This design comes from an exercise in tuning for small area, a short achievable clock period and few clock cycles on the open sky130 flow, not from production work. The RTL of this run was laid out without a check of its function.

`design/flow/design.v`:
```
`timescale          1ns/1ps
`default_nettype    none
module NfiVe_MDU (
	input clk,
	input rst_n,
	input start,
	output done,
	input [2:0] op,
	input mul_div,
	input [31:0] op1, op2,
	output [31:0] result
);
	reg st_mul, st_pre, st_div, st_corr, st_fin;
	wire st_idle = ~(st_mul | st_pre | st_div | st_corr | st_fin);
	reg        done_r;
	reg        rem;     
	reg        mulhi;   
	reg        dv;      
	reg [4:0]  cnt;
	reg [32:0] M;       
	reg [31:0] B;       
	reg [33:0] acc;     
	reg        short;   
	reg        corr;    
	reg        inv;     
	reg        sa;      
	reg        finw;    
	reg        one0, two0, neg0, one1, two1, neg1;   
	reg        r0z, r0i;                             
	assign done = done_r;
	assign result = B;
	wire        sgn_div = ~op[0];
	wire        a_neg = sgn_div & op1[31];
	wire        b_neg = sgn_div & op2[31];
	wire [31:0] a_abs = a_neg ? (~op1 + 32'd1) : op1;
	wire [31:0] b_abs = b_neg ? (~op2 + 32'd1) : op2;
	wire        sh1 = &op1[31:7] | ~|op1[31:7];
	wire        sh2 = &op2[31:7] | ~|op2[31:7];
	wire        swap = sh1 & ~sh2;
	wire [31:0] mc = swap ? op2 : op1;
	wire [31:0] mp = swap ? op1 : op2;
	wire        s1 = op[1:0] != 2'b11;    
	wire        s2 = ~op[1];              
	wire        mc_s = swap ? s2 : s1;
	wire        mp_u = swap ? ~s1 : ~s2;
	wire        msx = M[32] & ~dv;
	wire [34:0] m35 = {msx, msx, M};
	wire [34:0] m2  = {msx, M, 1'b0};
	wire [34:0] pp0 = ({35{one0}} & m35 | {35{two0}} & m2) ^ {35{neg0}};
	wire [34:0] pp1 = ({35{one1}} & m35 | {35{two1}} & m2) ^ {35{neg1}};
	wire [36:0] r0 = ({{3{acc[33]}}, acc} & {37{~r0z}}) ^ {37{r0i}};
	wire [36:0] r1 = {{2{pp0[34]}}, pp0};
	wire [36:0] r2 = {pp1, neg1, neg1 | r0i};
	wire [36:0] cs_s = r0 ^ r1 ^ r2;
	wire [36:0] cs_c = (r0 & r1) | (r0 & r2) | (r1 & r2);
	wire [37:0] sum_x = {cs_s, 1'b1} + {cs_c[35:0], neg1, neg0};
	wire [36:0] sum = sum_x[37:1];
	wire        sneg = sum[36];
	wire [2:0] nb0 = st_idle ? {mp[1:0], 1'b0} : B[5:3];
	wire [2:0] nb1 = st_idle ? mp[3:1] : B[7:5];
	wire [5:0] za, zb;
	lzc32 u_lza (.x(acc[31:0]), .z(za));
	lzc32 u_lzb (.x(M[31:0]), .z(zb));
	wire [6:0] sdiff = {1'b0, zb} - {1'b0, za};
	wire       b_zero = zb[5];
	wire       s_neg = sdiff[6];
	wire       quick = b_zero | s_neg;
	wire [31:0] m_al = M[31:0] << sdiff[4:0];
	wire       inv_n = rem ? sa : (sa ^ inv);
	wire early = st_mul & short & (cnt == 5'd6);
	wire mul_last = st_mul & (cnt == 5'd0) | early;
	wire [33:0] hi8 = {{25{sum[36]}}, sum[36:28]};
	wire div_last = st_div & (cnt == 5'd0);
	wire [31:0] q_new = {B[30:0], ~sneg};
	always @(posedge clk or negedge rst_n) begin
		if (~rst_n) begin
			st_mul <= 1'b0; st_pre <= 1'b0; st_div <= 1'b0; st_corr <= 1'b0; st_fin <= 1'b0;
			done_r <= 1'b0;
		end else begin
			st_mul <= st_idle & start & mul_div | st_mul & ~mul_last;
			st_corr <= mul_last & corr;
			st_pre <= st_idle & start & ~mul_div;
			st_div <= st_pre & ~quick | st_div & (cnt != 5'd0);
			st_fin <= st_pre & quick | div_last & (rem | inv);
			done_r <= st_mul & ((cnt == 5'd1) | short & (cnt == 5'd7)) & ~corr
			        | mul_last & corr
			        | st_pre & quick
			        | st_pre & ~quick & (sdiff[4:0] == 5'd0) & ~rem & ~inv_n
			        | st_div & (cnt == 5'd1) & ~rem & ~inv
			        | div_last & (rem | inv);
		end
	end
	always @(posedge clk) begin
		if (st_idle | st_mul) begin
			one0 <= nb0[1] ^ nb0[0];
			two0 <= (nb0[2] & ~nb0[1] & ~nb0[0]) | (~nb0[2] & nb0[1] & nb0[0]);
			neg0 <= nb0[2];
			one1 <= nb1[1] ^ nb1[0];
			two1 <= (nb1[2] & ~nb1[1] & ~nb1[0]) | (~nb1[2] & nb1[1] & nb1[0]);
			neg1 <= nb1[2];
			r0z <= 1'b0;
			r0i <= 1'b0;
		end
		if (st_idle & start & ~mul_div) begin
			one0 <= 1'b1; two0 <= 1'b0; neg0 <= 1'b1;
			one1 <= 1'b0; two1 <= 1'b0; neg1 <= 1'b0;
		end
		if (mul_last) begin
			one0 <= 1'b1; two0 <= 1'b0; neg0 <= 1'b0;
			one1 <= 1'b0; two1 <= 1'b0; neg1 <= 1'b0;
		end
		if (st_pre & quick) begin
			one0 <= 1'b0; neg0 <= 1'b0;
			r0i <= rem & sa;
		end
		if (st_div) begin
			if (cnt != 5'd0)
				neg0 <= ~sneg;
			else if (rem) begin
				one0 <= sneg;
				neg0 <= sneg & inv;
				r0i <= inv;
			end else begin
				neg0 <= 1'b1;
				r0z <= 1'b1;
			end
		end
		if (st_idle & start) begin
			rem <= op[1];
			mulhi <= op[1:0] != 2'b00;
			dv <= ~mul_div;
			if (mul_div) begin
				M <= {mc_s & mc[31], mc};
				B <= mp;
				acc <= 34'd0;
				cnt <= 5'd7;
				corr <= mp_u & mp[31];
				short <= sh1 | sh2;
			end else begin
				M <= {1'b0, b_abs};
				acc <= {2'b00, a_abs};
				sa <= a_neg;
				inv <= b_neg;    
			end
		end
		if (st_mul) begin
			if (early) begin
				acc <= hi8;
				if (mulhi && !corr)
					B <= hi8[31:0];
				else
					B <= {sum[27:0], B[31:28]};
			end else begin
				acc <= {sum[36], sum[36:4]};
				if (cnt == 5'd0 && mulhi && !corr)
					B <= sum[35:4];
				else
					B <= {sum[3:0], B[31:4]};
			end
			cnt <= cnt - 5'd1;
		end
		if (st_corr) B <= sum[31:0];
		if (st_pre) begin
			finw <= rem;
			if (quick) begin
				B <= b_zero ? 32'hffffffff : 32'd0;
			end else begin
				B <= 32'd0;
				M <= {1'b0, m_al};
				cnt <= sdiff[4:0];
				inv <= inv_n;
			end
		end
		if (st_div) begin
			acc <= sum[33:0];
			cnt <= cnt - 5'd1;
			if (cnt != 5'd0) begin
				M <= {1'b0, M[32:1]};
				B <= q_new;
			end else if (!rem) begin
				if (inv) begin
					M <= {1'b0, q_new};
					finw <= 1'b1;
				end else
					B <= q_new;
			end
		end
		if (st_fin & finw) B <= sum[31:0];
	end
endmodule
module lzc32 (
	input  [31:0] x,
	output [5:0]  z
);
	wire [7:0] v;
	wire [15:0] g;   
	genvar i;
	generate
		for (i = 0; i < 8; i = i + 1) begin : grp
			wire [3:0] n = x[4*i+3:4*i];
			assign v[i] = |n;
			assign g[2*i+1:2*i] = n[3] ? 2'd0 : n[2] ? 2'd1 : n[1] ? 2'd2 : 2'd3;
		end
	endgenerate
	wire [3:0] v8;
	wire [11:0] g8;
	generate
		for (i = 0; i < 4; i = i + 1) begin : p8
			assign v8[i] = v[2*i+1] | v[2*i];
			assign g8[3*i+2:3*i] = v[2*i+1] ? {1'b0, g[4*i+3:4*i+2]} : {1'b1, g[4*i+1:4*i]};
		end
	endgenerate
	wire [1:0] v16;
	wire [7:0] g16;
	generate
		for (i = 0; i < 2; i = i + 1) begin : p16
			assign v16[i] = v8[2*i+1] | v8[2*i];
			assign g16[4*i+3:4*i] = v8[2*i+1] ? {1'b0, g8[6*i+5:6*i+3]} : {1'b1, g8[6*i+2:6*i]};
		end
	endgenerate
	assign z = v16[1] ? {2'b00, g16[7:4]} :
	           v16[0] ? {2'b01, g16[3:0]} : 6'd32;
endmodule
```
`design/flow/flow/run.sh`:
```
#!/bin/bash
set -euo pipefail
cd "$(dirname "$0")/.."
knobs=()
while IFS= read -r line; do
  [[ -n "$line" ]] && knobs+=("$line")
done < flow/knobs.txt
bash standard.sh "${knobs[@]}" finish > flow_standard.log 2>&1
```
`design/flow/flow/knobs.txt`:
```
SETUP_SLACK_MARGIN=6.5
TNS_END_PERCENT=0
```
`design/flow/standard.sh`:
```
#!/bin/bash
# synth_recipe.tcl (not shown) runs the flow's synth.tcl, then flattens the netlist and writes it again
# the make line also repeats each setting of config.mk as NAME=value (left out here)
make -C /OpenROAD-flow-scripts/flow DESIGN_CONFIG=/design/flow/config.mk WORK_HOME=/design/flow/orfs CLKGATE_MAP_FILE= SYNTH_SCRIPT=/design/flow/synth_recipe.tcl "${@:-finish}"
```
`design/flow/config.mk`:
```
export PLATFORM = sky130hd
export DESIGN_NAME = NfiVe_MDU
export DESIGN_NICKNAME = NfiVe_MDU
export VERILOG_FILES = /design/flow/design.v
export SDC_FILE = /design/flow/constraint.sdc
export NUM_CORES = 4
export LEC_CHECK = 0
export ABC_AREA = 1
export CAP_MARGIN = 20
export CORE_MARGIN = 2
export CORE_UTILIZATION = 45
export SLEW_MARGIN = 20
```
`design/flow/constraint.sdc`:
```
create_clock -name core_clock -period 10.0 [get_ports {clk}]
set_input_delay 2.0000 -clock core_clock [delete_from_list [all_inputs] [get_ports {clk}]]
set_output_delay 2.0000 -clock core_clock [all_outputs]
set_load 0.01 [all_outputs]
```
==> report_table.html <==
<table>
<tr><th>Metric</th><th>Value</th></tr>
<tr><th colspan="2">CTS</th></tr>
<tr><td>H-tree levels</td><td>4</td></tr>
<tr><td>Number of hold-repair buffers added at the cts stage</td><td>0</td></tr>
<tr><td>Number of buffers on the longest clock path</td><td>2</td></tr>
<tr><td>CTS tree</td><td>done</td></tr>
<tr><td>Clock-pin slew on the worst setup and hold paths</td><td>0.06 ns</td></tr>
<tr><td>Clock Sinks</td><td>126</td></tr>
<tr><td>Num CTS Buffers</td><td>17</td></tr>
<tr><td>Insertion delay of the later-clocked pin in the worst-skew pair</td><td>0.45 ns</td></tr>
<tr><td>Root Buffer</td><td>clkbuf_16</td></tr>
<tr><th colspan="2">Routing</th></tr>
<tr><td>Highest Signal Layer</td><td>met4</td></tr>
<tr><td>Met3 wire length</td><td>14.1 mm</td></tr>
<tr><td>Via-per-instance ratio</td><td>6.36</td></tr>
<tr><td>Number of DRC markers after the initial detailed-route iteration</td><td>3887</td></tr>
<tr><td>Router iterations before antenna repair</td><td>7</td></tr>
<tr><td>DRT met1 WL</td><td>38.4 mm</td></tr>
<tr><td>Post-route DRC</td><td>0</td></tr>
<tr><td>Routed vias</td><td>25300</td></tr>
<tr><td>Remaining antenna violation count after routing</td><td>0</td></tr>
<tr><td>Routed wirelength normalized by instance count</td><td>26.3 um</td></tr>
<tr><td>Detailed Route WL</td><td>105 mm</td></tr>
<tr><td>Wire length on met2</td><td>43.5 mm</td></tr>
<tr><th colspan="2">Final layout</th></tr>
<tr><td>Area of all placed cells without fillers</td><td>0.0262 sq mm</td></tr>
<tr><td>Most common cell after layout, fill and taps aside</td><td>nand2_1</td></tr>
<tr><td>Non-Filler Instances</td><td>3981</td></tr>
<tr><td>Fillers</td><td>3793</td></tr>
<tr><td>Final nets</td><td>3592</td></tr>
<tr><td>Growth of design area from synthesis to finish</td><td>40.4%</td></tr>
<tr><td>Commonest cells after routing, fill and taps aside</td><td>750 x nand2_1, 392 x inv_1, 223 x o21ai_0, 198 x buf_4, 186 x a21oi_1</td></tr>
<tr><td>Fraction of layout cells with a size suffix above 1</td><td>28.1%</td></tr>
<tr><th colspan="2">Run status</th></tr>
<tr><td>Run status</td><td>finished clean</td></tr>
<tr><th colspan="2">Die</th></tr>
<tr><td>Initial Utilization</td><td>45.6%</td></tr>
<tr><td>Count of standard-cell rows</td><td>74</td></tr>
<tr><td>Area of the core</td><td>0.0409 sq mm</td></tr>
<tr><td>Die boundary width</td><td>208 um</td></tr>
<tr><td>Top-level port count</td><td>104</td></tr>
<tr><td>Vert. Die Dim</td><td>208 um</td></tr>
<tr><td>Die area</td><td>0.0431 sq mm</td></tr>
<tr><th colspan="2">Yosys</th></tr>
<tr><td>Count of unique library cells instantiated by Yosys</td><td>63</td></tr>
<tr><td>Area share of the leading cell type in the synthesized netlist</td><td>17.1%</td></tr>
<tr><td>Leading cell types by total area after synthesis</td><td>nand2_1 17%, inv_1 9.3%, o21ai_0 8.5%, dfxtp_1 8.5%, edfxtp_1 6.6%</td></tr>
<tr><td>Syn Inst Count</td><td>3208</td></tr>
<tr><td>Proportion of synthesized chip area in sequential cells</td><td>15.9%</td></tr>
<tr><td>Synthesis warning total</td><td>1</td></tr>
<tr><td>Leading area contributor after synthesis</td><td>nand2_1</td></tr>
<tr><td>Most frequently used flop master after synthesis</td><td>dfxtp_1</td></tr>
<tr><td>Synthesized area</td><td>0.0187 sq mm</td></tr>
<tr><td>Flop and latch count out of synthesis</td><td>126</td></tr>
<tr><td>Number of synthesized flops with an enable pin</td><td>41</td></tr>
<tr><td>Post-synthesis net count</td><td>3366</td></tr>
<tr><td>Asr flop ratio synth</td><td>4.76%</td></tr>
<tr><td>Average cell area after synthesis</td><td>5.82 sq um</td></tr>
<tr><th colspan="2">Critical path</th></tr>
<tr><td>Required arrival time at the worst endpoint</td><td>10.24 ns</td></tr>
<tr><td>R2R Path Start</td><td>M[16]$_DFF_P_</td></tr>
<tr><td>Critical register-to-register path endpoint</td><td>acc[0]$_DFFE_PP_</td></tr>
<tr><td>Critical path peak fanout</td><td>5</td></tr>
<tr><td>Flop-to-flop setup slack</td><td>5.96 ns</td></tr>
<tr><td>Arrival @ worst endpoint</td><td>4.28 ns</td></tr>
<tr><td>Crit Path Category</td><td>flip-flop to flip-flop</td></tr>
<tr><td>Crit. End Element</td><td>flip-flop</td></tr>
<tr><td>Setup crit start kind</td><td>flip-flop</td></tr>
<tr><td>Path depth of the worst reg2reg path</td><td>21</td></tr>
<tr><th colspan="2">Global route</th></tr>
<tr><td>Wire length of the first global-routing pass</td><td>144 mm</td></tr>
<tr><td>Gr ovfl total</td><td>0</td></tr>
<tr><td>Maximum number of pins on one net before global-route repair</td><td>66</td></tr>
<tr><td>GR Util All Layers</td><td>44.5%</td></tr>
<tr><td>Number of antenna violations at the first check in global routing</td><td>1</td></tr>
<tr><td>Via count of the first global-routing pass</td><td>22400</td></tr>
<tr><th colspan="2">Flow run</th></tr>
<tr><td>Number of max-capacitance violations reported</td><td>0</td></tr>
<tr><th colspan="2">STA</th></tr>
<tr><td>Period Utilization, post-route</td><td>40.4%</td></tr>
<tr><td>Setup-failing EPs final</td><td>0</td></tr>
<tr><td>Unrepaired setup endpoints after global routing</td><td>true</td></tr>
<tr><td>Final critical path time including I/O delays and setup</td><td>4.04 ns</td></tr>
<tr><td>Setup clock skew after layout</td><td>0.0134 ns</td></tr>
<tr><td>Pins Over Slew Limit</td><td>0</td></tr>
<tr><td>Hold Violations, Final</td><td>0</td></tr>
<tr><td>Achievable clock frequency</td><td>247 MHz</td></tr>
<tr><td>Min setup slack post-route</td><td>5.96 ns</td></tr>
<tr><td>Worst slew margin relative to its limit</td><td>25.5%</td></tr>
<tr><td>Transition time at the pin with the least slew margin</td><td>1.11 ns</td></tr>
<tr><td>Setup Total Neg Slack</td><td>0 ns</td></tr>
<tr><th colspan="2">Place</th></tr>
<tr><td>DPL Wire Length</td><td>73.0 mm</td></tr>
<tr><td>Worst slack at placement</td><td>3.66 ns</td></tr>
<tr><td>Last weighted congestion value of the routability-driven placer</td><td>1.08</td></tr>
<tr><td>Placed cells</td><td>3713</td></tr>
<tr><td>Number of port buffers</td><td>102</td></tr>
<tr><td>Total placed instance area</td><td>0.0200 sq mm</td></tr>
<tr><th colspan="2">Hold path</th></tr>
<tr><td>Hold WC Path Type</td><td>flip-flop to flip-flop</td></tr>
<tr><td>Hold Path End</td><td>M[32]$_DFF_P_</td></tr>
<tr><td>Origin of the worst min-delay path</td><td>M[32]$_DFF_P_</td></tr>
<tr><td>Worst Hold Depth</td><td>2</td></tr>
</table>
cell usage after synthesis, drive strengths merged, types with 3 or more instances:
library cell  number
o2111ai           11
o21bai             8
o221ai            13
o211ai            54
xnor2             11
inv              478
a41oi             10
a32oi              7
clkbuf           104
buf               56
or2               12
nand4             21
nand3b             6
fa                38
dfxtp             79
o31ai              5
ha                49
o311ai             3
a221oi             6
xor2             129
a21oi            233
nor4               7
clkinv            12
and2               4
nor3              35
mux2i             24
a22oi             19
edfxtp            41
a31oi             18
o22ai            102
nand3            131
o21a               3
nor2             246
dfrtp              6
a21o               6
o21ai            360
nand2            853
worst max-delay path, cell delays in order (launching register included):
cell	delay, ns
dfxtp_4	0.40
clkinvlp_4	0.25
buf_6	0.21
o22ai_2	0.13
xor2_1	0.24
fa_1	0.43
inv_1	0.11
ha_4	0.23
nand2_4	0.08
inv_1	0.05
nand2_1	0.09
nand2_2	0.09
a21oi_4	0.15
nand3_4	0.12
buf_4	0.15
nand2_1	0.08
nand3_1	0.07
nand2_1	0.14
nand2_1	0.10
inv_1	0.19
nand2_1	0.17
a32oi_1	0.35
cells by family after synthesis:
family | after synthesis | share of synthesized area (%)
and+or+nand+nor | 1318 | 28.6
DFF | 126 | 15.9
xor gates and xnor gates | 140 | 6.61
muxes | 24 | 1.29
adders and majority gates | 87 | 7.36
AOI/OAI and AO/OA | 863 | 26.6
buffers and inverters | 650 | 13.6
registers in the layout, indices dropped and copies added (netlist names), 5 cells and up:
register and cells:
B 32, cnt 5, M 33, acc 34
layer usage:
layer / up-vias / track usage, %
li1: 11000 / -
met1: 11900 / 57.8
met2: 2006 / 66.9
met3: 403 / 10.9
met4: 0 / 26.2
met5: - / 0
metrics by stage:
step / utilization [%] / hold WS (ns)
floorplan: - / 0.454
global placement: 48.8 / 0.472
detailed placement: 48.8 / 0.481
CTS: 57.3 / 0.496
global route: 64.0 / 0.545
finish: 64.1 / 0.522
worst max-delay path by stage:
stage                      start           endpoint  slack (ns)  cells past startpoint
6_report           M[16]$_DFF_P_   acc[0]$_DFFE_PP_        5.96                     21
5_1_grt        two1$_SDFFE_PP0N_      B[11]$_DFF_P_        5.92                     25
4_1_cts         acc[3]$_DFFE_PP_      M[10]$_DFF_P_        6.10                     21
3_5_place_dp   acc[30]$_DFFE_PP_      M[23]$_DFF_P_        3.66                     22
3_3_place_gp   acc[30]$_DFFE_PP_      M[23]$_DFF_P_        3.70                     22
2_1_floorplan             op1[1]  acc[30]$_DFFE_PP_        6.23                     17
area by class of cell:
class                      count  area [sq um]  area share, %
tap                          532           666           2.54
clock buffer                  17           425           1.62
inverter                     490          2090           7.99
timing repair inverter        14           155          0.592
timing repair buffer         352          3260           12.4
antenna                        2          5.00         0.0191
multi-input combinational   2433         16400           62.5
clock inverter                15           185          0.706
sequential                   126          3040           11.6
timing repair:
| action | 4_1_cts | 5_1_grt |
|---|---|---|
| buffers inserted | 132 | 74 |
| pin swaps | 68 | 141 |
| cloned | 15 | 13 |
| endpoints found under the hold margin | 0 | 0 |
| resized for setup | 642 | 537 |
| setup endpoints to repair | 147 | 140 |

## port drivers added, routing unchanged
The results above use ideal ports. As a check the final layout listed here was re-extracted and re-timed, cells and wires unchanged. Step 1 assumes that a clkbuf_16 drives the clock port and a buf_2 every other input. Step 2 times the ports against the registers' clock, not the clock port: input delays grow and output delays shrink by t, the midpoint of the rising clock arrivals with the driver on. Three values: ideal ports, drivers, drivers and shift; two values: the first two.
t (ns): 0.493
setup WS [ns]: 5.957 / 5.957 / 5.515
worst hold slack (ns): 0.522 / 0.522 / 0.522
worst data-port slew with drivers (ns): 0.05
After both steps this run still meets setup and hold. For this run, drivers alone change the setup slack by 0.000 ns; drivers and shift together by -0.442 ns.
